What follows belongs to an exercise in optimizing a design on an open flow for small area, a short achievable clock period and few clock cycles; a production flow would make more cautious choices. In this exercise RTL edits were held to simulation tests only and were not proved equivalent to the original. No activity file was given, so power comes from the tool's default toggle rates.

==> flow/design.v <==
module y86_pipe(input wire clk,
	input wire rst,
	output wire [63:0] imem_addr,
	input wire [79:0] imem_data,
	output wire [63:0] dmem_addr,
	output wire [63:0] dmem_wdata,
	output wire dmem_wen,
	input wire [63:0] dmem_rdata,
	output wire [1:0] stat);
	reg [9:0] pc;           
	reg pc_bad;             
	reg [2:0] cc;           
	reg [1:0] stop_stat;    
	reg [63:0] rf [0:14];
	reg [10:0] ras0, ras1;  
	reg a_v;                
	reg [1:0] a_fstat;      
	reg [9:0] a_pc;         
	reg a_pcbad;
	reg [1:0] a_alu;        
	reg a_ofm;              
	reg a_setcc;
	reg a_cmov;
	reg [3:0] a_ifun;
	reg a_jp;               
	reg [10:0] a_valP;      
	reg a_rd, a_wr;         
	reg a_aB;               
	reg a_ret;
	reg [3:0] a_wdst;       
	reg a_wM;
	reg a_rspE;             
	reg [1:0] a_sA, a_sB, a_sD;  
	reg [63:0] a_opA, a_opB, a_data;
	reg m_v;
	reg [1:0] m_fstat;
	reg m_merr;             
	reg m_rd, m_wr;
	reg m_ret;
	reg [9:0] m_addr;
	reg [3:0] m_wdst;
	reg m_wM;
	reg m_rspE;
	reg [63:0] m_valE, m_data;
	wire [1:0] m_code = (m_fstat != 2'd0) ? m_fstat : m_merr ? 2'd2 : 2'd0;
	wire stopping = m_v & (m_code != 2'd0);
	wire halted = stop_stat != 2'd0;
	assign dmem_addr = {54'd0, m_addr};
	assign dmem_wdata = m_data;
	assign dmem_wen = m_v & m_wr & ~m_merr;
	assign stat = stop_stat | (m_v ? m_code : 2'd0);
	wire [63:0] w = m_wM ? dmem_rdata : m_valE;
	wire [3:0] wdst = m_v ? m_wdst : 4'hf;
	wire rspE = m_v & m_rspE;
	always @(posedge clk) begin
		if (wdst != 4'hf && wdst != 4'd4)
			rf[wdst] <= w;
		if (wdst == 4'd4)
			rf[4] <= w;
		else if (rspE)
			rf[4] <= m_valE;
	end
	wire ret_miss = m_v & m_ret & ((dmem_rdata[63:10] != 54'd0) | (dmem_rdata[9:0] != a_pc) | a_pcbad);
	always @(posedge clk) begin
		if (rst)
			stop_stat <= 2'd0;
		else
			stop_stat <= stat;
	end
	wire [63:0] inv = {64{a_alu == 2'd1}};
	wire [63:0] opA = (a_sA == 2'd1) ? (m_valE ^ inv) : (a_sA == 2'd2) ? (dmem_rdata ^ inv) : a_opA;
	wire [63:0] opB = (a_sB == 2'd1) ? m_valE : (a_sB == 2'd2) ? dmem_rdata : a_opB;
	wire [63:0] data = (a_sD == 2'd1) ? m_valE : (a_sD == 2'd2) ? dmem_rdata : a_data;
	wire [64:0] sum_c = {opB, 1'b1} + {opA, a_alu == 2'd1};
	wire [63:0] sum = sum_c[64:1];
	wire [63:0] ax = opB ^ opA;
	wire [63:0] ao = opB | opA;
	wire [63:0] valE = (a_alu == 2'd2) ? (opB & opA) : (a_alu == 2'd3) ? ax : sum;
	wire sum_zero = (&(ax[63:1] ~^ ao[62:0])) & (ax[0] == (a_alu == 2'd1));
	wire alu_zero = (a_alu == 2'd2) ? ((opB & opA) == 64'd0) :
		(a_alu == 2'd3) ? (ax == 64'd0) : sum_zero;
	wire [2:0] nw_cc = {alu_zero, valE[63],
		a_ofm & (opA[63] == opB[63]) & (sum[63] != opB[63])};
	function cond(input [3:0] fn, input [2:0] c);
		cond = (fn == 4'h0) |
			(fn == 4'h1 & ((c[1] ^ c[0]) | c[2])) |
			(fn == 4'h2 & (c[1] ^ c[0])) |
			(fn == 4'h3 & c[2]) |
			(fn == 4'h4 & ~c[2]) |
			(fn == 4'h5 & ~(c[1] ^ c[0])) |
			(fn == 4'h6 & (~(c[1] ^ c[0]) & ~c[2]));
	endfunction
	wire a_cnd = cond(a_ifun, cc);
	wire [63:0] disp = a_aB ? 64'd0 : a_opA;
	wire [10:0] addr_c = {1'b0, opB[9:0]} + {1'b0, disp[9:0]};
	wire [53:0] hx = opB[63:10] ^ disp[63:10];
	wire [53:0] ho = opB[63:10] | disp[63:10];
	wire hi_zero = (&(hx[53:1] ~^ ho[52:0])) & (hx[0] == addr_c[10]);
	wire a_merr = ~hi_zero | (addr_c[9:3] == 7'h7f && addr_c[2:0] != 3'd0);
	wire jmis = a_v & a_jp & ~a_cnd;
	wire a_go = a_v & ~ret_miss & ~stopping & ~halted;
	always @(posedge clk) begin
		if (rst)
			cc <= 3'b100;
		else if (a_go & a_setcc)
			cc <= nw_cc;
	end
	always @(posedge clk) begin
		m_v <= ~rst & a_go;
		m_fstat <= a_fstat;
		m_merr <= (a_rd | a_wr) & a_merr;
		m_rd <= a_rd;
		m_wr <= a_wr;
		m_ret <= a_ret;
		m_addr <= addr_c[9:0];
		m_wdst <= (a_cmov & ~a_cnd) ? 4'hf : a_wdst;
		m_wM <= a_wM;
		m_rspE <= a_rspE;
		m_valE <= valE;
		m_data <= data;
	end
	wire [3:0] icode = imem_data[7:4];
	wire [3:0] ifun = imem_data[3:0];
	wire [3:0] rA = imem_data[15:12];
	wire [3:0] rB = imem_data[11:8];
	wire ok = ~pc_bad;
	wire i_halt = icode == 4'h0;
	wire i_cmov = icode == 4'h2;
	wire i_irmov = icode == 4'h3;
	wire i_rmmov = icode == 4'h4;
	wire i_mrmov = icode == 4'h5;
	wire i_op = icode == 4'h6;
	wire i_jxx = icode == 4'h7;
	wire i_call = icode == 4'h8;
	wire i_ret = icode == 4'h9;
	wire i_push = icode == 4'hA;
	wire i_pop = icode == 4'hB;
	wire i_bad = icode > 4'hb;
	wire stk = i_push | i_pop | i_call | i_ret;
	wire need_reg = i_cmov | i_irmov | i_rmmov | i_mrmov | i_op | i_push | i_pop;
	wire need_valC = i_irmov | i_rmmov | i_mrmov | i_jxx | i_call;
	wire [63:0] valC = need_reg ? imem_data[79:16] : imem_data[71:8];
	wire [10:0] valP = {1'b0, pc} + {7'd0, need_valC, 1'b0, need_reg, ~need_reg};
	wire [1:0] d_fstat = pc_bad ? 2'd2 : i_bad ? 2'd3 : i_halt ? 2'd1 : 2'd0;
	wire i_sub = i_op & (ifun == 4'd1);
	function [63:0] rdreg(input [3:0] r);
		case (r)
			4'd0: rdreg = rf[0];
			4'd1: rdreg = rf[1];
			4'd2: rdreg = rf[2];
			4'd3: rdreg = rf[3];
			4'd4: rdreg = rf[4];
			4'd5: rdreg = rf[5];
			4'd6: rdreg = rf[6];
			4'd7: rdreg = rf[7];
			4'd8: rdreg = rf[8];
			4'd9: rdreg = rf[9];
			4'd10: rdreg = rf[10];
			4'd11: rdreg = rf[11];
			4'd12: rdreg = rf[12];
			4'd13: rdreg = rf[13];
			4'd14: rdreg = rf[14];
			default: rdreg = 64'd0;
		endcase
	endfunction
	wire [3:0] a_wd = (a_v & ~(a_cmov & ~a_cnd)) ? a_wdst : 4'hf;
	wire a_rE = a_v & a_rspE;
	function [1:0] pend(input [3:0] r);
		pend = (r != 4'hf && r == a_wd) ? (a_wM ? 2'd2 : 2'd1) :
			(r == 4'd4 && a_rE) ? 2'd1 : 2'd0;
	endfunction
	wire [1:0] pA = pend(rA);
	wire [1:0] pB = pend(rB);
	wire [1:0] pS = pend(4'd4);
	wire [63:0] rdA = (rA != 4'hf && rA == wdst) ? w : (rA == 4'd4 && rspE) ? m_valE : rdreg(rA);
	wire [63:0] rdB = (rB != 4'hf && rB == wdst) ? w : (rB == 4'd4 && rspE) ? m_valE : rdreg(rB);
	wire [63:0] rsp = (wdst == 4'd4) ? w : rspE ? m_valE : rf[4];
	wire cc_busy = a_v & a_setcc;
	wire d_cnd = cond(ifun, cc);
	wire d_jp = i_jxx & cc_busy;
	wire d_take = i_call | (i_jxx & (cc_busy | d_cnd));
	wire d_go = ~jmis & ~ret_miss & ~stopping & ~halted;
	always @(posedge clk) begin
		if (rst) begin
			pc <= 10'd0;
			pc_bad <= 1'b0;
		end else if (ret_miss) begin
			pc <= dmem_rdata[9:0];
			pc_bad <= dmem_rdata[63:10] != 54'd0;
		end else if (jmis) begin
			pc <= a_valP[9:0];
			pc_bad <= a_valP[10];
		end else if (d_take) begin
			pc <= valC[9:0];
			pc_bad <= valC[63:10] != 54'd0;
		end else if (i_ret) begin
			pc <= ras0[9:0];
			pc_bad <= ras0[10];
		end else begin
			pc <= valP[9:0];
			pc_bad <= valP[10];
		end
	end
	always @(posedge clk) begin
		if (d_go & ok & i_call) begin
			ras0 <= valP;
			ras1 <= ras0;
		end else if (d_go & ok & i_ret) begin
			ras0 <= ras1;
		end
	end
	always @(posedge clk) begin
		a_v <= ~rst & d_go;
		a_fstat <= d_fstat;
		a_pc <= pc;
		a_pcbad <= pc_bad;
		a_alu <= (ok & i_op & ifun == 4'd1) ? 2'd1 :
			(ok & i_op & ifun == 4'd2) ? 2'd2 :
			(ok & i_op & ifun == 4'd3) ? 2'd3 : 2'd0;
		a_ofm <= ok & i_op & (ifun == 4'd0 || ifun == 4'd1);
		a_setcc <= ok & i_op;
		a_cmov <= i_cmov;
		a_ifun <= ifun;
		a_jp <= ok & d_jp;
		a_valP <= valP;
		a_rd <= ok & (i_mrmov | i_pop | i_ret);
		a_wr <= ok & (i_rmmov | i_push | i_call);
		a_aB <= i_pop | i_ret;
		a_ret <= ok & i_ret;
		a_wdst <= ~ok ? 4'hf : (i_cmov | i_irmov | i_op) ? rB : (i_mrmov | i_pop) ? rA : 4'hf;
		a_wM <= i_mrmov | i_pop;
		a_rspE <= ok & stk;
		a_sA <= (i_cmov | i_op) ? pA : 2'd0;
		a_sB <= (i_op | i_rmmov | i_mrmov) ? pB : stk ? pS : 2'd0;
		a_sD <= (i_rmmov | i_push) ? pA : 2'd0;
		a_opA <= i_sub ? ~rdA : (i_cmov | i_op) ? rdA :
			(i_irmov | i_rmmov | i_mrmov) ? valC :
			(i_push | i_call) ? -64'd8 :
			(i_pop | i_ret) ? 64'd8 : 64'd0;
		a_opB <= (i_op | i_rmmov | i_mrmov) ? rdB : stk ? rsp : 64'd0;
		a_data <= i_call ? {53'd0, valP} : rdA;
	end
	assign imem_addr = {54'd0, pc};
endmodule
==> flow/config.mk <==
export PLATFORM = sky130hd
export DESIGN_NAME = y86_pipe
export DESIGN_NICKNAME = y86_pipe
export VERILOG_FILES = /design/flow/design.v
export SDC_FILE = /design/flow/constraint.sdc
export NUM_CORES = 4
export LEC_CHECK = 0
export ABC_CLOCK_PERIOD_IN_PS = 2500
export CAP_MARGIN = 20
export CORE_MARGIN = 2
export CORE_UTILIZATION = 40
export PLACE_DENSITY = 0.6
export SETUP_SLACK_MARGIN = 5
export SLEW_MARGIN = 20
==> flow/constraint.sdc <==
create_clock -name core_clock -period 9.0 [get_ports {clk}]
set_input_delay 1.8000 -clock core_clock [delete_from_list [all_inputs] [get_ports {clk}]]
set_output_delay 1.8000 -clock core_clock [all_outputs]
set_load 0.01 [all_outputs]
==> flow/run.sh <==
#!/bin/bash
# synth_recipe.tcl (not shown) runs the flow's synth.tcl, then flattens the netlist and writes it again
# the make line also repeats each setting of config.mk as NAME=value (left out here)
make -C /OpenROAD-flow-scripts/flow DESIGN_CONFIG=/design/flow/config.mk WORK_HOME=/design/flow/orfs CLKGATE_MAP_FILE= SYNTH_SCRIPT=/design/flow/synth_recipe.tcl finish
==> flow_summary.yaml, run 1 <==
synthesis:
  synth-seq-area-share_pct: 50.2
  yosys_register_bits: 1391
  synth_cells: 7089
  synth_area_per_cell_um2: 10.6
  ys_dominant_reg_cell: "edfxtp_1"
  yosys.cell_types.count: 93
  synth_top_area_cell: "edfxtp_1"
  yosysTopAreaCellShare_pct: 39.3
  synth-edff-count: 982
  yosys_warnings: 1
  synth.cell_area_um2: 75000
  async_flop_share_pct: 0
  synth_top_cells_by_area: "edfxtp_1, dfxtp_1, a22oi_1"
worst_setup_path:
  crit_end: "pc_bad"
  setup.worst_path.start: "imem_data[60]"
  arrival_ns: 5.07
  timing.critical_path.required_ns: 9.68
  internal_reg_to_reg_setup_slack_ns: 4.81
  worstReg2RegEnd: "m_valE[48]"
  timing.critical_path.from_type: "primary input"
  crit_path_end_kind: "flop"
  path_class: "in2reg"
  r2r_start: "a_alu[0]"
  worst_r2r_path_depth: 21
  crit_path_max_fanout: 3
final_layout:
  final_util_pct: 48.5
  most-common-layout-cells: "edfxtp_1, a22oi_1, a21oi_1"
  final_cells: 9844
  number_of_nets_in_the_final_layout: 7567
  flow.area_growth_from_synthesis_pct: 20.1
  drive_gt1_share_pct: 16.8
  mostFrequentLayoutCell: "edfxtp_1"
global_routing:
  grt_start_max_net_pins: 129
  antenna_found_initial: 25
  track_usage_pct: 37.6
  grt_first_pass_wirelength_um: 506000
  via_count_of_the_first_global_routing_pass: 63300
  grt.overflow.total: 0
placement:
  gp_congestion: 1.03
  placedCellCount: 9333
  dpl_worst_slack_ns: 2.10
  number_of_port_buffers: 232
  dp_hpwl_um: 231000
sta:
  fin_ws_ns: 4.61
  worst_clock_skew_ns: 0.0262
  max-slew-margin-rel_pct: 18.9
  maxSlewViolCount: 0
  final-hold-violation-count: 0
  setup-violations-final: 0
  worst_slew_pin_slew_ns: 1.22
  min_period_ns: 4.39
  clock.fmax_ghz: 0.228
  final.period_utilization_pct: 48.8
  sum_of_negative_setup_slack_ns: 0
  rsz0062_at_grt: "yes"
die:
  pin_count: 341
  num_rows: 158
  floorplan.die.width_um: 437
  die_area_um2: 191000
  core_area_um2: 186000
  initial_core_utilization_pct: 40.4
  die-height_um: 437
route:
  post_drt_wl_per_cell_um: 38.0
  num_vias: 68000
  drtIter0Drc: 12900
  route.detailed.vias_per_inst: 6.91
  drcViolationCount: 0
  ant_nets: 0
  drt_pre_antenna_iters: 9
  wirelength_um: 375000
pwr:
  post-layout-total-power_uw: 18700
  irDropWorstVdd_uv: 222
  pwr_density_cell_nw_per_um2: 208
  cellLeakagePower_uw: 0.0312
clock_tree:
  htree_levels: 4
  cts-root-buf: "clkbuf_16"
  cts_hold_buffers: 0
  clockBufferDepth: 3
  numClockSinks: 1391
  clk-insertion-delay-late_ns: 0.83
  clk_pin_slew_ns: 0.07
  tritoncts_clock_tree: "built"
  numCtsBuffers: 149
flow_run:
  cap_violations: 0
hold_path:
  hold_path.class: "reg2reg"
run_status:
  outcome: "finished clean"
## power by group
group	leakage [uW]	internal, uW	switching [uW]
sequential	0.0123	7460	585
combinational	0.0165	1490	2710
clock	0.00243	3700	2780
## flip-flops by register name, indices dropped and copies added, names as in the netlist, 10 cells and up
| name | count |
|---|---|
| m_data | 64 |
| rf | 960 |
| ras0 | 11 |
| pc | 10 |
| m_valE | 64 |
| a_opB | 64 |
| a_data | 64 |
| ras1 | 11 |
| a_valP | 11 |
| a_pc | 10 |
| m_addr | 10 |
| a_opA | 64 |
## synth_stat cells, types with 114 or more instances
cell type  instances
ha_1             193
a21oi_1          478
inv_1            232
nand3_1          167
clkbuf_1         525
a221oi_1         227
edfxtp_1         982
a21o_1           114
o21ai_0          282
nand4_1          135
a22o_1           157
o22ai_1          143
nand2_1          311
a22oi_1          459
mux2i_1          282
nor2_1           302
and3_1           115
dfxtp_1          409
a222oi_1         128
xnor2_1          263
## kinds of logic after synthesis
kind of cell               after synthesis  synth area share [%]
xor gates and xnor gates               317                  3.70
buffers and inverters                  996                  5.61
muxes                                  372                  5.11
AOI/OAI and AO/OA                     2318                  21.8
DFF                                   1391                  50.2
adders and majority gates              196                  3.30
other                                    1               0.00500
and+or+nand+nor                       1498                  10.3
## worst min-delay path by stage
stage          startpoint          to  slack, ns  depth (start not counted)
2_1_floorplan  a_fstat[0]  m_fstat[0]       0.31                          0
3_3_place_gp   a_fstat[1]  m_fstat[1]       0.31                          0
3_5_place_dp   a_fstat[1]  m_fstat[1]       0.31                          0
4_1_cts        a_fstat[1]  m_fstat[1]       0.33                          0
5_1_grt        a_fstat[1]  m_fstat[1]       0.34                          0
6_report       a_fstat[1]  m_fstat[1]       0.33                          0
## critical path: stages
cell	delay (ns)
clkdlybuf4s50_1	0.55
nor3_4	0.56
nand3_2	0.34
a21oi_4	0.50
nand4_1	0.16
nor4_1	0.21
nand4_1	0.58
o221ai_2	0.23
a221oi_1	0.12
## metrics by stage
stage          instance area (um2)  hold WS (ns)
6_report                     90100         0.327
5_1_grt                      90100         0.339
4_1_cts                      88800         0.331
3_5_place_dp                 80200         0.312
3_3_place_gp                 80200         0.312
2_1_floorplan                76000         0.310
## per-layer routing
metal	vias up	wire length [um]	GRT usage (%)
li1	27400	-	-
met1	33000	129000	45.2
met2	5945	155000	54.3
met3	1581	54200	13.6
met4	18	35700	29.3
met5	-	126	0
## cell type report
cell class	count	area, um2
Timing Repair inverter	1	16.3
Timing Repair Buffer	634	6460
Sequential cell	1391	37700
Fill cell	16600	95700
Clock buffer	183	3950
Antenna cell	18	45.0
Tap cell	2480	3100
Multi-Input combinational cell	4816	36800
Inverter	232	897
Clock inverter	89	1100
## timing repair
| item | in CTS | in global routing |
|---|---|---|
| cloned | 23 | 3 |
| endpoints found under the setup margin | 343 | 271 |
| setup buffers | 126 | 69 |
| resized for setup | 686 | 244 |
| pin swaps | 126 | 110 |
Testbench counts, summed over its fixed seeds: cycles 20,243.
==> run 2: changes to the inputs <==
--- a/flow/design.v
+++ b/flow/design.v
@@ -38,19 +38,35 @@
 	reg m_rd, m_wr;
 	reg m_ret;
+	reg m_aB;               
 	reg [9:0] m_addr;
 	reg [3:0] m_wdst;
 	reg m_wM;
 	reg m_rspE;
-	reg [63:0] m_valE, m_data;
+	reg m_setcc;            
+	reg m_of;
+	reg [63:0] m_val;       
+	reg r_miss;             
+	reg [9:0] r_pc;         
+	reg r_bad;
+	wire mv = m_v & ~r_miss;
 	wire [1:0] m_code = (m_fstat != 2'd0) ? m_fstat : m_merr ? 2'd2 : 2'd0;
-	wire stopping = m_v & (m_code != 2'd0);
+	wire stopping = mv & (m_code != 2'd0);
 	wire halted = stop_stat != 2'd0;
 	assign dmem_addr = {54'd0, m_addr};
-	assign dmem_wdata = m_data;
-	assign dmem_wen = m_v & m_wr & ~m_merr;
-	assign stat = stop_stat | (m_v ? m_code : 2'd0);
-	wire [63:0] w = m_wM ? dmem_rdata : m_valE;
-	wire [3:0] wdst = m_v ? m_wdst : 4'hf;
-	wire rspE = m_v & m_rspE;
+	assign dmem_wdata = m_val;
+	assign dmem_wen = mv & m_wr & ~m_merr;
+	assign stat = stop_stat | (mv ? m_code : 2'd0);
+	wire [10:0] rsp_m = {1'b0, m_addr} + {7'd0, m_aB, 3'd0};
+	wire [63:0] m_valE = m_rspE ? {53'd0, rsp_m} : m_val;
+	wire [63:0] w = m_wM ? dmem_rdata : m_val;
+	wire [3:0] wdst = mv ? m_wdst : 4'hf;
+	wire rspE = mv & m_rspE;
+	wire [2:0] cc_now = (mv & m_setcc) ? {m_val == 64'd0, m_val[63], m_of} : cc;
+	always @(posedge clk) begin
+		if (rst)
+			cc <= 3'b100;
+		else
+			cc <= cc_now;
+	end
 	always @(posedge clk) begin
 		if (wdst != 4'hf && wdst != 4'd4)
@@ -59,7 +75,12 @@
 			rf[4] <= w;
 		else if (rspE)
-			rf[4] <= m_valE;
-	end
-	wire ret_miss = m_v & m_ret & ((dmem_rdata[63:10] != 54'd0) | (dmem_rdata[9:0] != a_pc) | a_pcbad);
+			rf[4] <= {53'd0, rsp_m};
+	end
+	always @(posedge clk) begin
+		r_miss <= ~rst & mv & m_ret & ((dmem_rdata[63:10] != 54'd0) | (dmem_rdata[9:0] != a_pc) | a_pcbad);
+		r_pc <= dmem_rdata[9:0];
+		r_bad <= dmem_rdata[63:10] != 54'd0;
+	end
+	wire ret_miss = r_miss;
 	always @(posedge clk) begin
 		if (rst)
@@ -75,11 +96,6 @@
 	wire [63:0] sum = sum_c[64:1];
 	wire [63:0] ax = opB ^ opA;
-	wire [63:0] ao = opB | opA;
 	wire [63:0] valE = (a_alu == 2'd2) ? (opB & opA) : (a_alu == 2'd3) ? ax : sum;
-	wire sum_zero = (&(ax[63:1] ~^ ao[62:0])) & (ax[0] == (a_alu == 2'd1));
-	wire alu_zero = (a_alu == 2'd2) ? ((opB & opA) == 64'd0) :
-		(a_alu == 2'd3) ? (ax == 64'd0) : sum_zero;
-	wire [2:0] nw_cc = {alu_zero, valE[63],
-		a_ofm & (opA[63] == opB[63]) & (sum[63] != opB[63])};
+	wire a_of = a_ofm & (opA[63] == opB[63]) & (sum[63] != opB[63]);
 	function cond(input [3:0] fn, input [2:0] c);
 		cond = (fn == 4'h0) |
@@ -91,5 +107,5 @@
 			(fn == 4'h6 & (~(c[1] ^ c[0]) & ~c[2]));
 	endfunction
-	wire a_cnd = cond(a_ifun, cc);
+	wire a_cnd = cond(a_ifun, cc_now);
 	wire [63:0] disp = a_aB ? 64'd0 : a_opA;
 	wire [10:0] addr_c = {1'b0, opB[9:0]} + {1'b0, disp[9:0]};
@@ -101,10 +117,4 @@
 	wire a_go = a_v & ~ret_miss & ~stopping & ~halted;
 	always @(posedge clk) begin
-		if (rst)
-			cc <= 3'b100;
-		else if (a_go & a_setcc)
-			cc <= nw_cc;
-	end
-	always @(posedge clk) begin
 		m_v <= ~rst & a_go;
 		m_fstat <= a_fstat;
@@ -113,10 +123,12 @@
 		m_wr <= a_wr;
 		m_ret <= a_ret;
+		m_aB <= a_aB;
 		m_addr <= addr_c[9:0];
 		m_wdst <= (a_cmov & ~a_cnd) ? 4'hf : a_wdst;
 		m_wM <= a_wM;
 		m_rspE <= a_rspE;
-		m_valE <= valE;
-		m_data <= data;
+		m_setcc <= a_setcc;
+		m_of <= a_of;
+		m_val <= a_wr ? data : valE;
 	end
 	wire [3:0] icode = imem_data[7:4];
@@ -143,5 +155,4 @@
 	wire [10:0] valP = {1'b0, pc} + {7'd0, need_valC, 1'b0, need_reg, ~need_reg};
 	wire [1:0] d_fstat = pc_bad ? 2'd2 : i_bad ? 2'd3 : i_halt ? 2'd1 : 2'd0;
-	wire i_sub = i_op & (ifun == 4'd1);
 	function [63:0] rdreg(input [3:0] r);
 		case (r)
@@ -173,9 +184,9 @@
 	wire [1:0] pB = pend(rB);
 	wire [1:0] pS = pend(4'd4);
-	wire [63:0] rdA = (rA != 4'hf && rA == wdst) ? w : (rA == 4'd4 && rspE) ? m_valE : rdreg(rA);
-	wire [63:0] rdB = (rB != 4'hf && rB == wdst) ? w : (rB == 4'd4 && rspE) ? m_valE : rdreg(rB);
-	wire [63:0] rsp = (wdst == 4'd4) ? w : rspE ? m_valE : rf[4];
+	wire [63:0] rdA = (rA != 4'hf && rA == wdst) ? w : (rA == 4'd4 && rspE) ? {53'd0, rsp_m} : rdreg(rA);
+	wire [63:0] rdB = (rB != 4'hf && rB == wdst) ? w : (rB == 4'd4 && rspE) ? {53'd0, rsp_m} : rdreg(rB);
+	wire [63:0] rsp = (wdst == 4'd4) ? w : rspE ? {53'd0, rsp_m} : rf[4];
 	wire cc_busy = a_v & a_setcc;
-	wire d_cnd = cond(ifun, cc);
+	wire d_cnd = cond(ifun, cc_now);
 	wire d_jp = i_jxx & cc_busy;
 	wire d_take = i_call | (i_jxx & (cc_busy | d_cnd));
@@ -186,6 +197,6 @@
 			pc_bad <= 1'b0;
 		end else if (ret_miss) begin
-			pc <= dmem_rdata[9:0];
-			pc_bad <= dmem_rdata[63:10] != 54'd0;
+			pc <= r_pc;
+			pc_bad <= r_bad;
 		end else if (jmis) begin
 			pc <= a_valP[9:0];
@@ -234,5 +245,5 @@
 		a_sB <= (i_op | i_rmmov | i_mrmov) ? pB : stk ? pS : 2'd0;
 		a_sD <= (i_rmmov | i_push) ? pA : 2'd0;
-		a_opA <= i_sub ? ~rdA : (i_cmov | i_op) ? rdA :
+		a_opA <= (i_op & ifun == 4'd1) ? ~rdA : (i_cmov | i_op) ? rdA :
 			(i_irmov | i_rmmov | i_mrmov) ? valC :
 			(i_push | i_call) ? -64'd8 :
--- a/flow/config.mk
+++ b/flow/config.mk
@@ -6,5 +6,4 @@
 export NUM_CORES = 4
 export LEC_CHECK = 0
-export ABC_CLOCK_PERIOD_IN_PS = 2500
 export CAP_MARGIN = 20
 export CORE_MARGIN = 2
@@ -13,2 +12,3 @@
 export SETUP_SLACK_MARGIN = 5
 export SLEW_MARGIN = 20
+export TNS_END_PERCENT = 10
==> run 2 against run 1 <==
  * Highest routed layer unchanged
  * Combinational power is 11% lower
  * Critical endpoint is now pc[9]
  * Critical path type is now reg2reg
  * Critical path depth is 1 higher
  * Cell area is 6.7% lower
  * Setup slack worse by 0.19 ns
  * Routed wire length is 5.2% lower
  * Power is 6.9% lower
  * Sequential power is 4.3% lower
  * Clock power is 7.9% lower
==> flow_summary.yaml, run 2 <==
run_status:
  outcome: "finished clean"
global_routing:
  grt.overflow.total: 0
  track_usage_pct: 37.8
  antenna_found_initial: 22
  grt_first_pass_wirelength_um: 480000
  grt_start_max_net_pins: 124
  via_count_of_the_first_global_routing_pass: 60100
final_layout:
  most-common-layout-cells: "edfxtp_1, a22oi_1, nor2_1"
  drive_gt1_share_pct: 15.6
  regMostFlops: "rf"
  mostFrequentLayoutCell: "edfxtp_1"
  flow.area_growth_from_synthesis_pct: 19.0
  fillCellCount: 15700
  largest_register_ff_count: 960
  number_of_nets_in_the_final_layout: 6997
  final_util_pct: 47.8
die:
  die_area_um2: 180000
  num_rows: 154
  pin_count: 341
  initial_core_utilization_pct: 40.2
  core_area_um2: 176000
  floorplan.die.width_um: 424
  die-height_um: 424
synthesis:
  synth.cell_area_um2: 70700
  yosys_register_bits: 1342
  synth-edff-count: 982
  async_flop_share_pct: 0
  synth_common_cells: "edfxtp_1, a22oi_1, nor2_1"
  yosysMostFrequentCell: "edfxtp_1"
  synth_cells: 6559
  ys_dominant_reg_cell: "edfxtp_1"
  synth_top_cells_by_area: "edfxtp_1, dfxtp_1, a22oi_1"
  synth-seq-area-share_pct: 51.9
  yosys_warnings: 1
  yosysTopAreaCellShare_pct: 41.7
  synth_area_per_cell_um2: 10.8
  synth_top_area_cell: "edfxtp_1"
  yosys.cell_types.count: 100
sta:
  fin_ws_ns: 4.42
  maxSlewViolCount: 0
  worst_slew_pin_slew_ns: 1.27
  setup-violations-final: 0
  min_period_ns: 4.58
  final-hold-violation-count: 0
  final.period_utilization_pct: 50.9
  rsz0062_at_grt: "yes"
  sum_of_negative_setup_slack_ns: 0
  max-slew-margin-rel_pct: 13.2
  worst_clock_skew_ns: 0.0287
  clock.fmax_ghz: 0.218
hold_path:
  min_delay_worst_endpoint: "m_fstat[0]"
  hold_path.class: "reg2reg"
  min_path_cells: 0
  hp-start: "a_fstat[0]"
worst_setup_path:
  crit_path_end_kind: "flop"
  arrival_ns: 5.30
  internal_reg_to_reg_setup_slack_ns: 4.42
  path_class: "reg2reg"
  timing.critical_path.from_type: "flop"
  timing.critical_path.required_ns: 9.72
  worst_r2r_path_depth: 10
  crit_path_max_fanout: 11
  worstReg2RegEnd: "pc[9]"
  r2r_start: "m_val[35]"
placement:
  dpl_worst_slack_ns: 2.30
  dp_hpwl_um: 218000
  gp_congestion: 1.05
  number_of_port_buffers: 232
clock_tree:
  numCtsBuffers: 142
  cts_hold_buffers: 0
  htree_levels: 4
  tritoncts_clock_tree: "built"
  clk_pin_slew_ns: 0.07
  cts-root-buf: "clkbuf_16"
  numClockSinks: 1342
  clockBufferDepth: 3
  clk-insertion-delay-late_ns: 0.82
pwr:
  irDropWorstVdd_uv: 218
  cellLeakagePower_uw: 0.0284
  pwr_density_cell_nw_per_um2: 207
route:
  route.detailed.vias_per_inst: 6.98
  wirelength_um: 355000
  ant_nets: 0
  drcViolationCount: 0
  post_drt_wl_per_cell_um: 38.7
  drtIter0Drc: 12700
  drt_pre_antenna_iters: 10
  num_vias: 64100
flow_run:
  cap_violations: 0
run 2: kinds of logic after synthesis:
logic type	Yosys count	share of synthesized area (%)
flops	1342	51.9
fa+ha+maj	135	2.42
mux	321	4.82
buf+inv	796	4.88
xor+xnor	247	3.07
simple gates	1545	11.0
compound gates	2172	21.9
other cells	1	0.00531
run 2: critical path, cell delays in order (launching register included):
cell,delay [ns]
dfxtp_1,0.42
nor4_1,0.98
nand4_1,0.60
nor4_1,0.64
a31oi_1,0.33
a2111oi_0,0.42
o21ai_0,0.16
o211ai_1,0.12
buf_4,0.27
mux2_2,0.37
o21ai_0,0.15
run 2: how the worst max path moves through the flow:
stage,endpoint,from,slack [ns]
finish,pc[9],m_val[35],4.42
global route,m_val[39],dmem_rdata[0],4.44
CTS,ras0[10],m_val[54],4.59
detailed placement,m_val[62],dmem_rdata[1],2.30
global placement,m_val[62],dmem_rdata[1],2.30
floorplan,pc[8],imem_data[6],3.99
run 2: what timing repair did:
action / 4_1_cts / 5_1_grt
setup endpoints to repair: 416 / 342
setup buffers: 84 / 43
pin swaps: 104 / 55
resized for setup: 555 / 144
gates cloned: 17 / 7
run 2: cell type report:
type	count	area (um2)	area share [%]
Clock buffer	178	3890	4.63
Timing Repair inverter	3	36.3	0.0432
Multi-Input combinational cell	4538	33600	39.9
Timing Repair Buffer	533	5490	6.53
Inverter	156	612	0.728
Sequential cell	1342	36700	43.7
Antenna cell	14	35.0	0.0417
Tap cell	2340	2930	3.48
Clock inverter	80	753	0.896
run 2: report_power, final:
| group | internal (uW) | leakage, uW | switching (uW) |
|---|---|---|---|
| combinational | 1280 | 0.0142 | 2480 |
| clock | 3350 | 0.00227 | 2630 |
| sequential | 7220 | 0.0119 | 477 |
| total | 11900 | 0.0284 | 5580 |
run 2: metal layers:
layer	wire length, um	GRT usage [%]
met3	51300	12.5
met5	50	0
met2	149000	55.2
met4	30000	26.5
met1	125000	47.1
run 2: metrics by stage:
stage	std cells	hold slack [ns]	area [um2]	total power, uW
6_report	9184	0.327	84100	17400
5_1_grt	9175	0.338	84000	17800
4_1_cts	9119	0.329	83000	17100
3_5_place_dp	8760	0.314	75500	11000
3_3_place_gp	8760	0.311	75500	11000
2_1_floorplan	6666	0.310	71100	9370
Testbench counts of run 2, summed over its fixed seeds: cycles 20,243.
==> run 3: changes to the inputs <==
--- a/flow/design.v
+++ b/flow/design.v
@@ -38,7 +38,8 @@
 	reg m_rd, m_wr;
 	reg m_ret;
-	reg m_aB;               
 	reg [9:0] m_addr;
-	reg [3:0] m_wdst;
+	reg [10:0] m_rsp;       
+	reg [14:0] m_fw;        
+	reg m_rs;               
 	reg m_wM;
 	reg m_rspE;
@@ -49,5 +50,5 @@
 	reg [9:0] r_pc;         
 	reg r_bad;
-	wire mv = m_v & ~r_miss;
+	wire mv = m_v;
 	wire [1:0] m_code = (m_fstat != 2'd0) ? m_fstat : m_merr ? 2'd2 : 2'd0;
 	wire stopping = mv & (m_code != 2'd0);
@@ -57,9 +58,10 @@
 	assign dmem_wen = mv & m_wr & ~m_merr;
 	assign stat = stop_stat | (mv ? m_code : 2'd0);
-	wire [10:0] rsp_m = {1'b0, m_addr} + {7'd0, m_aB, 3'd0};
+	wire [10:0] rsp_m = m_rsp;
 	wire [63:0] m_valE = m_rspE ? {53'd0, rsp_m} : m_val;
+	wire [14:0] fw = m_fw & {15{~r_miss}};
+	wire rs = m_rs & ~r_miss;
+	wire [14:0] m_mk = fw | {10'd0, rs, 4'd0};
 	wire [63:0] w = m_wM ? dmem_rdata : m_val;
-	wire [3:0] wdst = mv ? m_wdst : 4'hf;
-	wire rspE = mv & m_rspE;
 	wire [2:0] cc_now = (mv & m_setcc) ? {m_val == 64'd0, m_val[63], m_of} : cc;
 	always @(posedge clk) begin
@@ -69,14 +71,15 @@
 			cc <= cc_now;
 	end
-	always @(posedge clk) begin
-		if (wdst != 4'hf && wdst != 4'd4)
-			rf[wdst] <= w;
-		if (wdst == 4'd4)
-			rf[4] <= w;
-		else if (rspE)
-			rf[4] <= {53'd0, rsp_m};
-	end
-	always @(posedge clk) begin
-		r_miss <= ~rst & mv & m_ret & ((dmem_rdata[63:10] != 54'd0) | (dmem_rdata[9:0] != a_pc) | a_pcbad);
+	integer i;
+	always @(posedge clk) begin
+		for (i = 0; i < 15; i = i + 1)
+			if (fw[i])
+				rf[i] <= w;
+			else if (i == 4 && rs)
+				rf[i] <= {53'd0, rsp_m};
+	end
+	wire ret_bad = mv & m_ret & ((dmem_rdata[63:10] != 54'd0) | (dmem_rdata[9:0] != a_pc) | a_pcbad);
+	always @(posedge clk) begin
+		r_miss <= ~rst & ret_bad;
 		r_pc <= dmem_rdata[9:0];
 		r_bad <= dmem_rdata[63:10] != 54'd0;
@@ -117,5 +120,5 @@
 	wire a_go = a_v & ~ret_miss & ~stopping & ~halted;
 	always @(posedge clk) begin
-		m_v <= ~rst & a_go;
+		m_v <= ~rst & a_go & ~ret_bad;
 		m_fstat <= a_fstat;
 		m_merr <= (a_rd | a_wr) & a_merr;
@@ -123,7 +126,9 @@
 		m_wr <= a_wr;
 		m_ret <= a_ret;
-		m_aB <= a_aB;
 		m_addr <= addr_c[9:0];
-		m_wdst <= (a_cmov & ~a_cnd) ? 4'hf : a_wdst;
+		m_rsp <= {1'b0, addr_c[9:0]} + {7'd0, a_aB, 3'd0};
+		for (i = 0; i < 15; i = i + 1)
+			m_fw[i] <= ~rst & a_go & ~(a_cmov & ~a_cnd) & (a_wdst == i);
+		m_rs <= ~rst & a_go & a_rspE & ~(a_wdst == 4'd4 & ~(a_cmov & ~a_cnd));
 		m_wM <= a_wM;
 		m_rspE <= a_rspE;
@@ -153,26 +158,10 @@
 	wire need_valC = i_irmov | i_rmmov | i_mrmov | i_jxx | i_call;
 	wire [63:0] valC = need_reg ? imem_data[79:16] : imem_data[71:8];
-	wire [10:0] valP = {1'b0, pc} + {7'd0, need_valC, 1'b0, need_reg, ~need_reg};
+	wire [10:0] pc1 = {1'b0, pc} + 11'd1;
+	wire [10:0] pc2 = {1'b0, pc} + 11'd2;
+	wire [10:0] pc9 = {1'b0, pc} + 11'd9;
+	wire [10:0] pc10 = {1'b0, pc} + 11'd10;
+	wire [10:0] valP = need_valC ? (need_reg ? pc10 : pc9) : (need_reg ? pc2 : pc1);
 	wire [1:0] d_fstat = pc_bad ? 2'd2 : i_bad ? 2'd3 : i_halt ? 2'd1 : 2'd0;
-	function [63:0] rdreg(input [3:0] r);
-		case (r)
-			4'd0: rdreg = rf[0];
-			4'd1: rdreg = rf[1];
-			4'd2: rdreg = rf[2];
-			4'd3: rdreg = rf[3];
-			4'd4: rdreg = rf[4];
-			4'd5: rdreg = rf[5];
-			4'd6: rdreg = rf[6];
-			4'd7: rdreg = rf[7];
-			4'd8: rdreg = rf[8];
-			4'd9: rdreg = rf[9];
-			4'd10: rdreg = rf[10];
-			4'd11: rdreg = rf[11];
-			4'd12: rdreg = rf[12];
-			4'd13: rdreg = rf[13];
-			4'd14: rdreg = rf[14];
-			default: rdreg = 64'd0;
-		endcase
-	endfunction
 	wire [3:0] a_wd = (a_v & ~(a_cmov & ~a_cnd)) ? a_wdst : 4'hf;
 	wire a_rE = a_v & a_rspE;
@@ -184,7 +173,19 @@
 	wire [1:0] pB = pend(rB);
 	wire [1:0] pS = pend(4'd4);
-	wire [63:0] rdA = (rA != 4'hf && rA == wdst) ? w : (rA == 4'd4 && rspE) ? {53'd0, rsp_m} : rdreg(rA);
-	wire [63:0] rdB = (rB != 4'hf && rB == wdst) ? w : (rB == 4'd4 && rspE) ? {53'd0, rsp_m} : rdreg(rB);
-	wire [63:0] rsp = (wdst == 4'd4) ? w : rspE ? {53'd0, rsp_m} : rf[4];
+	function [63:0] rdreg(input [3:0] r);
+		reg [63:0] v;
+		integer k;
+		begin
+			v = 64'd0;
+			for (k = 0; k < 15; k = k + 1)
+				v = v | ({64{r == k && !m_mk[k]}} & rf[k]);
+			v = v | ({64{r != 4'hf && fw[r]}} & w);
+			v = v | ({64{r == 4'd4 && rs}} & {53'd0, rsp_m});
+			rdreg = v;
+		end
+	endfunction
+	wire [63:0] rdA = rdreg(rA);
+	wire [63:0] rdB = rdreg(rB);
+	wire [63:0] rsp = fw[4] ? w : rs ? {53'd0, rsp_m} : rf[4];
 	wire cc_busy = a_v & a_setcc;
 	wire d_cnd = cond(ifun, cc_now);
==> run 3 against run 2 <==
  * Global-route usage down 0.68 points
  * Hold slack better by 0.0014 ns
  * Register-to-register slack worse by 0.06 ns
  * Core utilization up 0.12 points
  * Die area down 3.5%
  * Highest routed layer unchanged
==> flow_summary.yaml, run 3 <==
run_status:
  outcome: "finished clean"
synthesis:
  synth-edff-count: 918
  synth.cell_area_um2: 68200
  yosysMostFrequentCell: "edfxtp_1"
  synth-adder-area-share_pct: 2.48
  synth_top_cells_by_area: "edfxtp_1, dfxtp_1, a22oi_1"
  synth_common_cells: "edfxtp_1, a22oi_1, dfxtp_1"
  ys_dominant_reg_cell: "edfxtp_1"
  yosys_warnings: 2
  synth_cells: 6113
  synth_xor_xnor_area_share_pct: 3.33
  yosysTopAreaCellShare_pct: 40.4
  synth_top_area_cell: "edfxtp_1"
  synth_mux_area_share_pct: 4.01
  synth-compound-area-share_pct: 22.2
  yosys_register_bits: 1361
  dominant_combinational_cell_family_by_area_after_synthesis: "compound AO/OA/AOI/OAI gates"
  area_fraction_in_and_or_nand_and_nor_cells_after_synthesis_pct: 10.0
  synth-seq-area-share_pct: 53.4
  async_flop_share_pct: 0
  yosys.cell_types.count: 92
  synth_area_per_cell_um2: 11.2
die:
  die_area_um2: 174000
  die-height_um: 417
  initial_core_utilization_pct: 40.3
  floorplan.die.width_um: 417
  core_area_um2: 169000
  pin_count: 341
  num_rows: 151
global_routing:
  grt.overflow.total: 0
  antenna_found_initial: 18
  track_usage_pct: 37.2
  grt_start_max_net_pins: 66
  grt_first_pass_wirelength_um: 455000
  via_count_of_the_first_global_routing_pass: 56400
placement:
  number_of_port_buffers: 232
  placedCellCount: 8213
  gp_congestion: 1.04
  dp_hpwl_um: 199000
clock_tree:
  clockBufferDepth: 3
  clk_pin_slew_ns: 0.06
  numCtsBuffers: 144
  cts-root-buf: "clkbuf_16"
  clk-insertion-delay-late_ns: 0.82
  numClockSinks: 1361
  tritoncts_clock_tree: "built"
  htree_levels: 4
sta:
  setup-violations-final: 0
  rsz0062_at_grt: "yes"
  sum_of_negative_setup_slack_ns: 0
  worst_slew_pin_slew_ns: 1.26
  final.period_utilization_pct: 52.8
  clock.fmax_ghz: 0.210
  maxSlewViolCount: 0
  final-hold-violation-count: 0
  min_period_ns: 4.75
  worst_clock_skew_ns: 0.0384
  max-slew-margin-rel_pct: 15.5
worst_setup_path:
  critical_path_depth: 10
  timing.critical_path.required_ns: 9.69
  path_class: "in2reg"
  crit_path_top_delay_cell: "clkdlybuf4s50_1"
  crit_path_max_fanout: 5
  critical_path.cell_chain: "clkdlybuf4s50_1 > o221a_2 > inv_1 > ha_1 > xor2_1 > nand4_1 > nor4_2 > nand4_1 > o32a_1 > a31o_2"
  path_buf_inv: 2
  timing.critical_path.from_type: "primary input"
  crit_path_end_kind: "flop"
  crit_path_frequent_cell: "nand4_1"
  worst_r2r_path_depth: 9
  critPathMaxStageDelay_ns: 0.68
  arrival_ns: 5.44
  critPathTopFamily: "simple AND/OR/NAND/NOR gates"
final_layout:
  fillCellCount: 15000
  regArea_um2: 36500
  drive_gt1_share_pct: 16.4
  regMostFlops: "rf"
  mostFrequentLayoutCell: "edfxtp_1"
  flow.area_growth_from_synthesis_pct: 19.0
  most-common-layout-cells: "edfxtp_1, a22oi_1, dfxtp_1"
  multiInputGateArea_um2: 31100
  final_cells: 8621
  largest_register_ff_count: 960
  number_of_nets_in_the_final_layout: 6558
route:
  drcViolationCount: 0
  drt_pre_antenna_iters: 10
  drtIter0Drc: 12100
  wirelength_um: 337000
  route.detailed.vias_per_inst: 7.03
  post_drt_wl_per_cell_um: 39.1
  ant_nets: 0
  num_vias: 60600
flow_run:
  cap_violations: 0
hold_path:
  min_path_cells: 0
  hold_path.class: "reg2reg"
pwr:
  pwr_density_cell_nw_per_um2: 221
  cellLeakagePower_uw: 0.0273
  irDropWorstVdd_uv: 212
[run 3: per-layer routing]
layer / vias up / wire length [um] / track usage, %
met5: - / 85 / 0
met4: 14 / 26700 / 23.8
met3: 1290 / 50400 / 12.6
met2: 5680 / 140000 / 54.1
met1: 29400 / 120000 / 47.2
li1: 24200 / - / -
[run 3: layout make-up]
type / count / area share [%]
clock inverters: 83 / 1.23
clock buffers: 183 / 4.85
flip-flops and latches: 1361 / 45.0
inverters: 102 / 0.477
well taps: 2218 / 3.42
repair buffers: 508 / 6.66
diodes: 4 / 0.0123
multi-input cells: 4162 / 38.4
[run 3: where the power goes]
group / internal, uW / total, uW / switching (uW)
registers: 7300 / 7800 / 507
clock network: 3620 / 6310 / 2690
logic: 1300 / 3810 / 2510
[run 3: worst paths after layout]
kind,from,to,slack [ns]
worst max-delay path,dmem_rdata[43],m_merr,4.25
worst min-delay path,a_fstat[0],m_fstat[0],0.33
worst max register to register,m_val[7],a_sB[0],4.36
worst min register to register,a_fstat[0],m_fstat[0],0.33
[run 3: cells by family (layout without fill, tap and decap cells)]
kind of cell	Yosys count	in the layout
AO/OA/AOI/OAI	2015	2016
XOR/XNOR	259	259
adder cells (fa/ha/maj)	134	134
buffers and inverters	700	876
flip-flops	1361	1361
multiplexers	256	256
other	1	112
AND/OR/NAND/NOR	1387	1389
[run 3: what timing repair did]
item                       4_1_cts  5_1_grt
resized for setup              565       76
buffers inserted               100       13
gates cloned                    22        3
hold buffers                     0        0
pin swaps                      115       26
setup endpoints to repair      324      203
[run 3: through the flow]
stage                     instance area (um2)  hold slack, ns  worst slack (ns)  utilization, %  power [uW]
after CTS                               80800           0.325              4.19            47.7       17600
after floorplan                         68700           0.310              4.12               -        9440
final                                   81100           0.329              4.25            47.9       17900
after global placement                  72700           0.312              1.87            43.0       11100
after detailed placement                72800           0.313              1.86            43.0       11100
after global routing                    81100           0.331              4.31            47.9       18300
Testbench counts of run 3, summed over its fixed seeds: cycles 20,243.
==> run 4: changes to the inputs <==
--- a/flow/config.mk
+++ b/flow/config.mk
@@ -8,6 +8,6 @@
 export CAP_MARGIN = 20
 export CORE_MARGIN = 2
-export CORE_UTILIZATION = 40
-export PLACE_DENSITY = 0.6
+export CORE_UTILIZATION = 55
+export PLACE_DENSITY = 0.7
 export SETUP_SLACK_MARGIN = 5
 export SLEW_MARGIN = 20
==> run 4 against run 3 <==
  * Die area fell by 27%
  * Synthesized cell count unchanged
  * Hold slack got worse by 0.00064 ns
  * Clock skew up 0.016 ns
  * Routed wire length shrank 6.2%
  * Core utilization is 16 points higher
  * Count of clock-buffer cells in the layout increased by 9
  * Register-to-register slack got worse by 0.10 ns
  * Combinational power down 3%
  * Sequential power about the same
  * Fmax decreased by 1.1%
  * Critical path type unchanged
==> flow_summary.yaml, run 4 <==
run_status:
  outcome: "finished clean"
global_routing:
  grt_start_max_net_pins: 70
  grt.overflow.total: 0
  grt_first_pass_wirelength_um: 432000
  via_count_of_the_first_global_routing_pass: 57100
  track_usage_pct: 48.2
  antenna_found_initial: 16
synthesis:
  yosys_register_bits: 1361
  dominant_combinational_cell_family_by_area_after_synthesis: "compound AO/OA/AOI/OAI gates"
  ys_dominant_reg_cell: "edfxtp_1"
  synth.cell_area_um2: 68200
  area_fraction_in_and_or_nand_and_nor_cells_after_synthesis_pct: 10.0
  synth-seq-area-share_pct: 53.4
  synth_xor_xnor_area_share_pct: 3.33
  synth_top_area_cell: "edfxtp_1"
  synth-compound-area-share_pct: 22.2
  async_flop_share_pct: 0
  synth_mux_area_share_pct: 4.01
  yosys_warnings: 2
  synth_cells: 6113
  synth-edff-count: 918
  synth-adder-area-share_pct: 2.48
  synth_top_cells_by_area: "edfxtp_1, dfxtp_1, a22oi_1"
  synth_common_cells: "edfxtp_1, a22oi_1, dfxtp_1"
  synth_area_per_cell_um2: 11.2
  yosysTopAreaCellShare_pct: 40.4
  yosysMostFrequentCell: "edfxtp_1"
  yosys.cell_types.count: 92
route:
  wirelength_um: 316000
  num_vias: 61400
  drt_pre_antenna_iters: 10
  ant_nets: 0
  wl_met1_um: 108000
  drtIter0Drc: 14100
  detailroute.wirelength.met3_um: 59700
  dr.max_layer_used: "met5"
  post_drt_wl_per_cell_um: 39.6
  wl_met2_um: 125000
  route.detailed.vias_per_inst: 7.69
  drcViolationCount: 0
final_layout:
  mostFrequentLayoutCell: "edfxtp_1"
  largest_register_ff_count: 960
  final_util_pct: 64.1
  number_of_nets_in_the_final_layout: 6509
  regMostFlops: "rf"
  drive_gt1_share_pct: 14.9
  most-common-layout-cells: "edfxtp_1, a22oi_1, dfxtp_1"
  final_cells: 7989
  flow.area_growth_from_synthesis_pct: 16.0
worst_setup_path:
  timing.critical_path.required_ns: 9.69
  arrival_ns: 5.49
  timing.critical_path.from_type: "primary input"
  internal_reg_to_reg_setup_slack_ns: 4.26
  crit_path_end_kind: "flop"
  worst_r2r_path_depth: 20
  path_class: "in2reg"
  crit_path_max_fanout: 5
pwr:
  seq_power_share_pct: 44.6
  switchingPower_uw: 5570
  cellLeakagePower_uw: 0.0268
  post-layout-total-power_uw: 17500
  internal-power_uw: 12000
  swShare_pct: 31.8
  irDropWorstVdd_uv: 200
  pwr_density_cell_nw_per_um2: 222
  clock_share_of_power_pct: 34.4
  combinationalPowerShare_pct: 21.0
sta:
  maxSlewViolCount: 0
  clock.fmax_ghz: 0.208
  hold_slack_ns: 0.328
  final.period_utilization_pct: 53.4
  min_period_ns: 4.80
  setup-violations-final: 0
  sum_of_negative_setup_slack_ns: 0
  final-hold-violation-count: 0
  max-slew-margin-rel_pct: 18.2
  worst_clock_skew_ns: 0.0548
  worst_slew_pin_slew_ns: 1.22
  rsz0062_at_grt: "yes"
clock_tree:
  clk_pin_slew_ns: 0.06
  numClockSinks: 1361
  clockBufferDepth: 3
  cts-root-buf: "clkbuf_16"
  numCtsBuffers: 142
  tritoncts_clock_tree: "built"
  clk-insertion-delay-late_ns: 0.82
  htree_levels: 4
die:
  num_rows: 129
  initial_core_utilization_pct: 55.3
  die_area_um2: 127000
  pin_count: 341
  die-height_um: 356
  core_area_um2: 123000
  floorplan.die.width_um: 356
hold_path:
  min_path_cells: 0
  hold_path.class: "reg2reg"
placement:
  dp_hpwl_um: 193000
  gp_congestion: 1.09
  placedCellCount: 7627
  number_of_port_buffers: 232
flow_run:
  cap_violations: 0
==> run 4: cell families (layout without fill, tap and decap cells) <==
family | count (synthesis) | count (layout)
other | 1 | 113
buffers and inverters | 700 | 824
and+or+nand+nor | 1387 | 1390
xor gates and xnor gates | 259 | 259
adders and majority gates | 134 | 134
muxes | 256 | 256
AOI/OAI and AO/OA | 2015 | 2015
DFF | 1361 | 1361
==> run 4: power groups by stage <==
stage          Clock (uW)  Combinational [uW]  Sequential, uW
3_3_place_gp            0                3160            7890
5_1_grt              6250                3760            7810
3_5_place_dp            0                3190            7880
4_1_cts              5990                3390            7760
6_report             6030                3680            7830
2_1_floorplan           0                1820            7620
==> run 4: worst paths after layout <==
check                 start    endpoint
max          dmem_rdata[52]      m_merr
min              a_fstat[1]  m_fstat[1]
max reg2reg         a_sA[1]   m_val[51]
min reg2reg      a_fstat[1]  m_fstat[1]
==> run 4: what timing repair did <==
action                                  4_1_cts  5_1_grt
endpoints found under the setup margin      327      276
cloned                                        9        1
pin swaps                                    69       49
gates resized for setup                     389      127
setup buffers                                56       30
endpoints found under the hold margin         0        0
hold buffers                                  0        0
==> run 4: cell type report <==
type,count,area [um2]
Fill cell,9495,44300
Sequential cell,1361,36500
Multi-Input combinational cell,4162,30700
Timing Repair Buffer,461,4710
Clock buffer,192,3950
Tap cell,1637,2050
Clock inverter,69,749
Inverter,102,389
Antenna cell,5,12.5
==> run 4: critical path: stages <==
cell and delay (ns):
clkdlybuf4s50_1 0.62, o221a_2 0.28, inv_1 0.06, ha_1 0.29
xnor2_1 0.13, a2111oi_0 0.39, o2111ai_1 0.35, nor4_2 0.48
nand4_1 0.38, o32a_1 0.45, a31o_2 0.24
==> run 4: routing by layer <==
| metal | track usage, % | vias to the layer above |
|---|---|---|
| met5 | 0 | - |
| met4 | 28.6 | 18 |
| met3 | 23.2 | 1526 |
| met2 | 65.7 | 6408 |
| met1 | 61.8 | 29300 |
| li1 | - | 24100 |
==> run 4: per-stage QoR <==
step / setup slack, ns / instance area, um2
2_1_floorplan: 4.12 / 68700
3_3_place_gp: 2.15 / 71900
3_5_place_dp: 2.17 / 72000
4_1_cts: 4.24 / 78500
5_1_grt: 4.21 / 79000
6_report: 4.20 / 79100
==> run 5: changes to the inputs <==
--- a/flow/design.v
+++ b/flow/design.v
@@ -45,5 +45,5 @@
 	reg m_rspE;
 	reg m_setcc;            
-	reg m_of;
+	reg m_zf, m_of;
 	reg [63:0] m_val;       
 	reg r_miss;             
@@ -64,5 +64,5 @@
 	wire [14:0] m_mk = fw | {10'd0, rs, 4'd0};
 	wire [63:0] w = m_wM ? dmem_rdata : m_val;
-	wire [2:0] cc_now = (mv & m_setcc) ? {m_val == 64'd0, m_val[63], m_of} : cc;
+	wire [2:0] cc_now = (mv & m_setcc) ? {m_zf, m_val[63], m_of} : cc;
 	always @(posedge clk) begin
 		if (rst)
@@ -101,4 +101,8 @@
 	wire [63:0] valE = (a_alu == 2'd2) ? (opB & opA) : (a_alu == 2'd3) ? ax : sum;
 	wire a_of = a_ofm & (opA[63] == opB[63]) & (sum[63] != opB[63]);
+	wire [63:0] ao = opB | opA;
+	wire sum_zero = (&(ax[63:1] ~^ ao[62:0])) & (ax[0] == (a_alu == 2'd1));
+	wire [63:0] lres = a_alu[0] ? ax : (opB & opA);
+	wire a_zf = a_alu[1] ? (lres == 64'd0) : sum_zero;
 	function cond(input [3:0] fn, input [2:0] c);
 		cond = (fn == 4'h0) |
@@ -135,4 +139,5 @@
 		m_setcc <= a_setcc;
 		m_of <= a_of;
+		m_zf <= a_zf;
 		m_val <= a_wr ? data : valE;
 	end
==> run 5 against run 4 <==
  * Routed wire length up 8.8%
  * Still clean on timing, DRC and antenna
  * Synthesized cell count is 4.6% higher
  * Cell area rose by 4.7%
  * Clock skew rose by 0.015 ns
  * Sequential share of layout area shrank 2.0 points
  * Critical path depth down 1
  * Count of clock-buffer cells in the layout increased by 4
  * Sequential cell count is 1 higher
  * Core utilization rose by 1.1 points
  * Sequential power about the same
  * Via count increased by 4.9%
==> flow_summary.yaml, run 5 <==
route:
  ant_nets: 0
  post_drt_wl_per_cell_um: 41.0
  route.detailed.vias_per_inst: 7.68
  drtIter0Drc: 14600
  num_vias: 64400
  drcViolationCount: 0
  drt_pre_antenna_iters: 10
  wirelength_um: 344000
final_layout:
  final_cell_area_um2: 82800
  largest_register_ff_count: 960
  regMostFlops: "rf"
  flow.area_growth_from_synthesis_pct: 18.0
  final_cells: 8384
  drive_gt1_share_pct: 17.6
  number_of_nets_in_the_final_layout: 6936
  most-common-layout-cells: "edfxtp_1, a22oi_1, dfxtp_1"
  mostFrequentLayoutCell: "edfxtp_1"
worst_setup_path:
  timing.critical_path.from_type: "primary input"
  r2r_start: "r_miss"
  worstReg2RegEnd: "a_opB[44]"
  arrival_ns: 5.32
  crit_path_end_kind: "flop"
  path_class: "in2reg"
  critical_path_depth: 10
  timing.critical_path.required_ns: 9.68
  crit_path_frequent_cell: "buf_4"
  critical_path.cell_chain: "dlygate4sd2_1 > nand2_1 > nor3_2 > buf_4 > buf_4 > a22o_1 > a221oi_1 > nand4_1 > a21oi_1 > o21ai_0"
  crit_path_top_delay_cell: "buf_4"
  worst_r2r_path_depth: 11
  critPathMaxStageDelay_ns: 0.76
  critPathTopFamily: "buffers and inverters"
  path_buf_inv: 3
  internal_reg_to_reg_setup_slack_ns: 4.50
  crit_path_max_fanout: 43
sta:
  final.period_utilization_pct: 51.6
  maxSlewViolCount: 0
  rsz0062_at_grt: "yes"
  clock.fmax_ghz: 0.215
  sum_of_negative_setup_slack_ns: 0
  setup-violations-final: 0
  max-slew-margin-rel_pct: 16.2
  min_period_ns: 4.64
  fin_ws_ns: 4.36
  worst_slew_pin_slew_ns: 1.25
  worst_clock_skew_ns: 0.0698
  final-hold-violation-count: 0
  hold_slack_ns: 0.317
pwr:
  pwr_density_cell_nw_per_um2: 221
  irDropWorstVdd_uv: 211
  cellLeakagePower_uw: 0.0288
global_routing:
  via_count_of_the_first_global_routing_pass: 59000
  antenna_found_initial: 17
  grt.overflow.total: 0
  grt_start_max_net_pins: 66
  track_usage_pct: 50.8
  grt_first_pass_wirelength_um: 465000
hold_path:
  hp-start: "a_fstat[1]"
  min_path_cells: 0
  min_delay_worst_endpoint: "m_fstat[1]"
  hold_path.class: "reg2reg"
synthesis:
  yosysTopAreaCellShare_pct: 39.3
  synth_top_area_cell: "edfxtp_1"
  yosys_register_bits: 1362
  synth-edff-count: 918
  async_flop_share_pct: 0
  ys_dominant_reg_cell: "edfxtp_1"
  synth_area_per_cell_um2: 11.0
  synth.cell_area_um2: 70200
  synth_cells: 6396
  yosysMostFrequentCell: "edfxtp_1"
  synth_top_cells_by_area: "edfxtp_1, dfxtp_1, a22oi_1"
  yosys.cell_types.count: 85
  yosys_warnings: 2
  synth_common_cells: "edfxtp_1, a22oi_1, dfxtp_1"
  synth-seq-area-share_pct: 52.0
die:
  die-height_um: 361
  core_area_um2: 127000
  num_rows: 131
  pin_count: 341
  floorplan.die.width_um: 361
  initial_core_utilization_pct: 55.2
  die_area_um2: 130000
clock_tree:
  cts_hold_buffers: 0
  clockBufferDepth: 3
  tritoncts_clock_tree: "built"
  numCtsBuffers: 143
  cts-root-buf: "clkbuf_16"
  htree_levels: 4
  clk_pin_slew_ns: 0.06
  numClockSinks: 1362
  clk-insertion-delay-late_ns: 0.83
placement:
  dpl_worst_slack_ns: 2.42
  placedCellCount: 7924
  dp_hpwl_um: 216000
  gp_congestion: 1.11
  number_of_port_buffers: 232
  placed_area_um2: 73900
flow_run:
  cap_violations: 0
run_status:
  outcome: "finished clean"
==> run 5: worst max-delay path by stage <==
stage                        startpoint        end
after floorplan           dmem_rdata[1]  m_val[59]
after global placement     imem_data[5]     pc_bad
after detailed placement   imem_data[5]     pc_bad
after CTS                 imem_data[11]  a_opB[44]
after global routing      dmem_rdata[0]  m_val[63]
final                     imem_data[11]  a_opB[34]
==> run 5: repair_timing <==
item,in CTS,in global routing
cloned,13,1
pin swaps,130,43
buffers inserted,135,38
endpoints found under the setup margin,311,264
gates resized for setup,681,100
==> run 5: logic make-up (layout without fill, tap and decap cells) <==
logic type | count (synthesis) | in the layout | share of synthesized area, %
muxes | 226 | 226 | 3.40
other | 1 | 115 | 0.00534
AOI/OAI and AO/OA | 2076 | 2076 | 22.1
adders and majority gates | 197 | 197 | 3.53
xor gates and xnor gates | 312 | 312 | 3.89
DFF | 1362 | 1362 | 52.0
buffers and inverters | 819 | 1023 | 5.07
and+or+nand+nor | 1403 | 1411 | 10.0
==> run 5: cell type report <==
cell class	count	area (um2)
sequential	1362	36500
antenna	7	17.5
tap	1662	2080
multi-input combinational	4330	33200
timing repair buffer	567	5370
fill	9711	44200
clock inverter	70	945
inverter	190	728
clock buffer	196	3930
==> run 5: per-layer routing <==
metal	share of wire [%]	wire, um	vias up	track usage, %
met5	0.17	586	-	2.37
met4	8.2	28100	24	33.3
met3	18	62600	1599	22.0
met2	39	135000	6839	68.8
met1	34	117000	30800	65.5
li1	-	-	25100	-
==> run 5: stage by stage <==
| stage | power (uW) | util (%) |
|---|---|---|
| final | 18300 | 65.2 |
| after global routing | 18600 | 65.2 |
| after CTS | 17900 | 64.6 |
| after detailed placement | 11500 | 58.2 |
| after global placement | 11500 | 58.1 |
| after floorplan | 9630 | - |
==> run 5: where the power goes <==
group          leakage (uW)  internal, uW  switching (uW)  total (uW)
Combinational        0.0145          1490            2890        4380
Clock               0.00233          3440            2710        6160
Sequential           0.0120          7300             505        7800
Total                0.0288         12200            6110       18300
Testbench counts of run 5, summed over its fixed seeds: cycles 20,243.
==> run 6: changes to the inputs <==
==> flow/flow/run.sh (new file) <==
#!/bin/bash
# Layout flow: the standard layout (standard.sh, from synthesis to the
# routed layout, unchanged), except that the port buffers are
# sky130_fd_sc_hd__buf_4 cells. Left to itself the placement step buffers the
# ports with a delay cell (clkdlybuf4s50_1), which the timing repair may only
# swap for other delay cells, so every path from an input or to an output
# carries about half a nanosecond of needless delay.
set -euo pipefail
export BUFFER_PORTS_ARGS="-buffer_cell sky130_fd_sc_hd__buf_4"
bash standard.sh finish > standard_flow.log 2>&1
==> flow/standard.sh (new file) <==
#!/bin/bash
# synth_recipe.tcl (not shown) runs the flow's synth.tcl, then flattens the netlist and writes it again
# the make line also repeats each setting of config.mk as NAME=value (left out here)
make -C /OpenROAD-flow-scripts/flow DESIGN_CONFIG=/design/flow/config.mk WORK_HOME=/design/flow/orfs CLKGATE_MAP_FILE= SYNTH_SCRIPT=/design/flow/synth_recipe.tcl "${@:-finish}"
removed: flow/run.sh
==> run 6 against run 5 <==
  * Hold slack better by 0.0090 ns
  * Clock power is 1% lower
  * Sequential share of layout area is 0.89 points higher
  * Cell area is 2.0% lower
  * Still clean on timing, DRC and antenna
  * Cell count is 1.0% lower
  * Sequential cell count stayed put
  * Synthesized cell count stayed put
  * Sequential power is 0.6% lower
  * Core utilization is 1.3 points lower
  * Count of clock-buffer cells in the layout is 5 lower
==> flow_summary.yaml, run 6 <==
placement:
  dp_hpwl_um: 203000
  gp_congestion: 1.15
  number_of_port_buffers: 232
die:
  die_area_um2: 130000
  initial_core_utilization_pct: 55.2
  floorplan.die.width_um: 361
  pin_count: 341
  core_area_um2: 127000
  die-height_um: 361
  num_rows: 131
final_layout:
  flow.area_growth_from_synthesis_pct: 15.6
  largest_register_ff_count: 960
  regMostFlops: "rf"
  number_of_nets_in_the_final_layout: 6856
  mostFrequentLayoutCell: "edfxtp_1"
  drive_gt1_share_pct: 18.4
  most-common-layout-cells: "edfxtp_1, a22oi_1, dfxtp_1"
pwr:
  switchingPower_uw: 5860
  cellLeakagePower_uw: 0.0286
  combinationalPowerShare_pct: 23.0
  pwr_density_cell_nw_per_um2: 222
  seq_power_share_pct: 43.1
  clock_share_of_power_pct: 33.9
  swShare_pct: 32.6
  internal-power_uw: 12100
  post-layout-total-power_uw: 18000
  irDropWorstVdd_uv: 173
sta:
  clock.fmax_ghz: 0.225
  worst_clock_skew_ns: 0.0489
  final.period_utilization_pct: 49.4
  hold_slack_ns: 0.326
  rsz0062_at_grt: "yes"
  final-hold-violation-count: 0
  setup-violations-final: 0
  min_period_ns: 4.45
  worst_slew_pin_slew_ns: 1.32
  maxSlewViolCount: 0
  sum_of_negative_setup_slack_ns: 0
  max-slew-margin-rel_pct: 11.3
synthesis:
  synth_area_per_cell_um2: 11.0
  synth_common_cells: "edfxtp_1, a22oi_1, dfxtp_1"
  synth-edff-count: 918
  yosys.cell_types.count: 85
  synth_cells: 6396
  synth-seq-area-share_pct: 52.0
  yosys_register_bits: 1362
  yosysTopAreaCellShare_pct: 39.3
  async_flop_share_pct: 0
  yosysMostFrequentCell: "edfxtp_1"
  synth_top_area_cell: "edfxtp_1"
  ys_dominant_reg_cell: "edfxtp_1"
  synth.cell_area_um2: 70200
  synth_top_cells_by_area: "edfxtp_1, dfxtp_1, a22oi_1"
  yosys_warnings: 2
worst_setup_path:
  path_class: "reg2reg"
  critical_path.cell_chain: "buf_8 > nor2b_4 > buf_6 > buf_12 > nor4_2 > buf_4 > buf_4 > a22oi_1 > nand4_1 > a211o_1 > a21oi_1 > a21oi_1"
  arrival_ns: 5.16
  crit_path_max_fanout: 38
  timing.critical_path.required_ns: 9.71
  worst_r2r_path_depth: 12
  timing.critical_path.from_type: "flop"
  crit_path_top_delay_cell: "buf_4"
  critPathMaxStageDelay_ns: 0.69
  setup.worst_path.start: "r_miss"
  r2r_start: "r_miss"
  crit_path_end_kind: "flop"
route:
  ant_nets: 0
  post_drt_wl_per_cell_um: 39.2
  drcViolationCount: 0
  route.detailed.vias_per_inst: 7.62
  wirelength_um: 325000
  drtIter0Drc: 15000
  num_vias: 63200
  drt_pre_antenna_iters: 13
clock_tree:
  numCtsBuffers: 143
  tritoncts_clock_tree: "built"
  clockBufferDepth: 3
  clk_pin_slew_ns: 0.06
  cts-root-buf: "clkbuf_16"
  clk-insertion-delay-late_ns: 0.83
  cts_hold_buffers: 0
  numClockSinks: 1362
  htree_levels: 4
global_routing:
  grt.overflow.total: 0
  grtUsageMet2_pct: 65.5
  grtUsageMet1_pct: 59.8
  track_usage_pct: 47.8
  via_count_of_the_first_global_routing_pass: 58700
  groute.layer.met3.usage_pct: 22.0
  global_route.peak_usage_layer: "met2"
  antenna_found_initial: 17
  grt_first_pass_wirelength_um: 442000
  grt_start_max_net_pins: 76
hold_path:
  hp-start: "a_ret"
  hold_path.class: "reg2reg"
  min_path_cells: 0
flow_run:
  cap_violations: 0
run_status:
  outcome: "finished clean"
-- run 6: cell counts after synthesis --
Identical to the previous run, type by type.
-- run 6: critical path, delay by kind of cell (launching register included) --
family                 cells  cell delay [ns]
buffers and inverters      5             2.28
AOI/OAI and AO/OA          4             0.83
DFF                        1             0.53
and+or+nand+nor            3             0.65
-- run 6: per-stage QoR --
step           cells  utilization [%]  cell area [um2]  setup slack (ns)
4_1_cts         8258             63.2            80200              4.63
6_report        8300             63.9            81100              4.55
2_1_floorplan   6503                -            70800              4.37
5_1_grt         8294             63.9            81100              4.50
3_5_place_dp    7920             57.7            73200              2.87
3_3_place_gp    7920             57.7            73200              2.89
-- run 6: kinds of logic (layout without fill, tap and decap cells) --
family          count (synthesis)  after routing  synth area share, %
simple gates                 1403           1408                 10.0
buf+inv                       819            943                 5.07
fa+ha+maj                     197            197                 3.53
compound gates               2076           2076                 22.1
xor+xnor                      312            312                 3.89
mux                           226            226                 3.40
other cells                     1            114              0.00534
flops                        1362           1362                 52.0
-- run 6: layout make-up --
type,instances,area [um2]
Timing Repair Buffer,490,4380
Fill cell,9795,45900
Multi-Input combinational cell,4327,32700
Sequential cell,1362,36500
Antenna cell,6,15.0
Clock buffer,191,3920
Inverter,190,728
Tap cell,1662,2080
Clock inverter,72,838
-- run 6: timing repair --
item	in CTS	in global routing
cloned	6	5
setup buffers	69	31
pin swaps	83	33
endpoints found under the hold margin	0	0
setup endpoints to repair	241	206
resized for setup	307	121
-- run 6: per-layer routing --
layer,wire length [um],up-vias
met5,248,-
met3,59600,1694
met4,28100,14
met2,129000,6600
li1,-,25000
met1,108000,29900
-- run 6: power groups by stage --
stage          clock network (uW)  registers, uW  logic (uW)
3_3_place_gp                    0           7810        3500
6_report                     6100           7750        4130
4_1_cts                      6080           7680        3770
2_1_floorplan                   0           7600        2030
5_1_grt                      6340           7730        4200
3_5_place_dp                    0           7810        3530
-- run 6: worst paths after layout --
| kind | to | slack [ns] |
|---|---|---|
| setup reg to reg | a_opA[5] | 4.55 |
| hold reg to reg | m_ret | 0.33 |
| setup / recovery | a_opA[5] | 4.55 |
| hold / removal | m_ret | 0.33 |

Check on run 6: ideal ports give 4.553 ns setup slack; a clkbuf_16 on the clock port and buf_2 on the inputs give 4.553 ns; moving port delays by the midpoint clock arrival (0.875 ns) as well gives 3.719 ns.
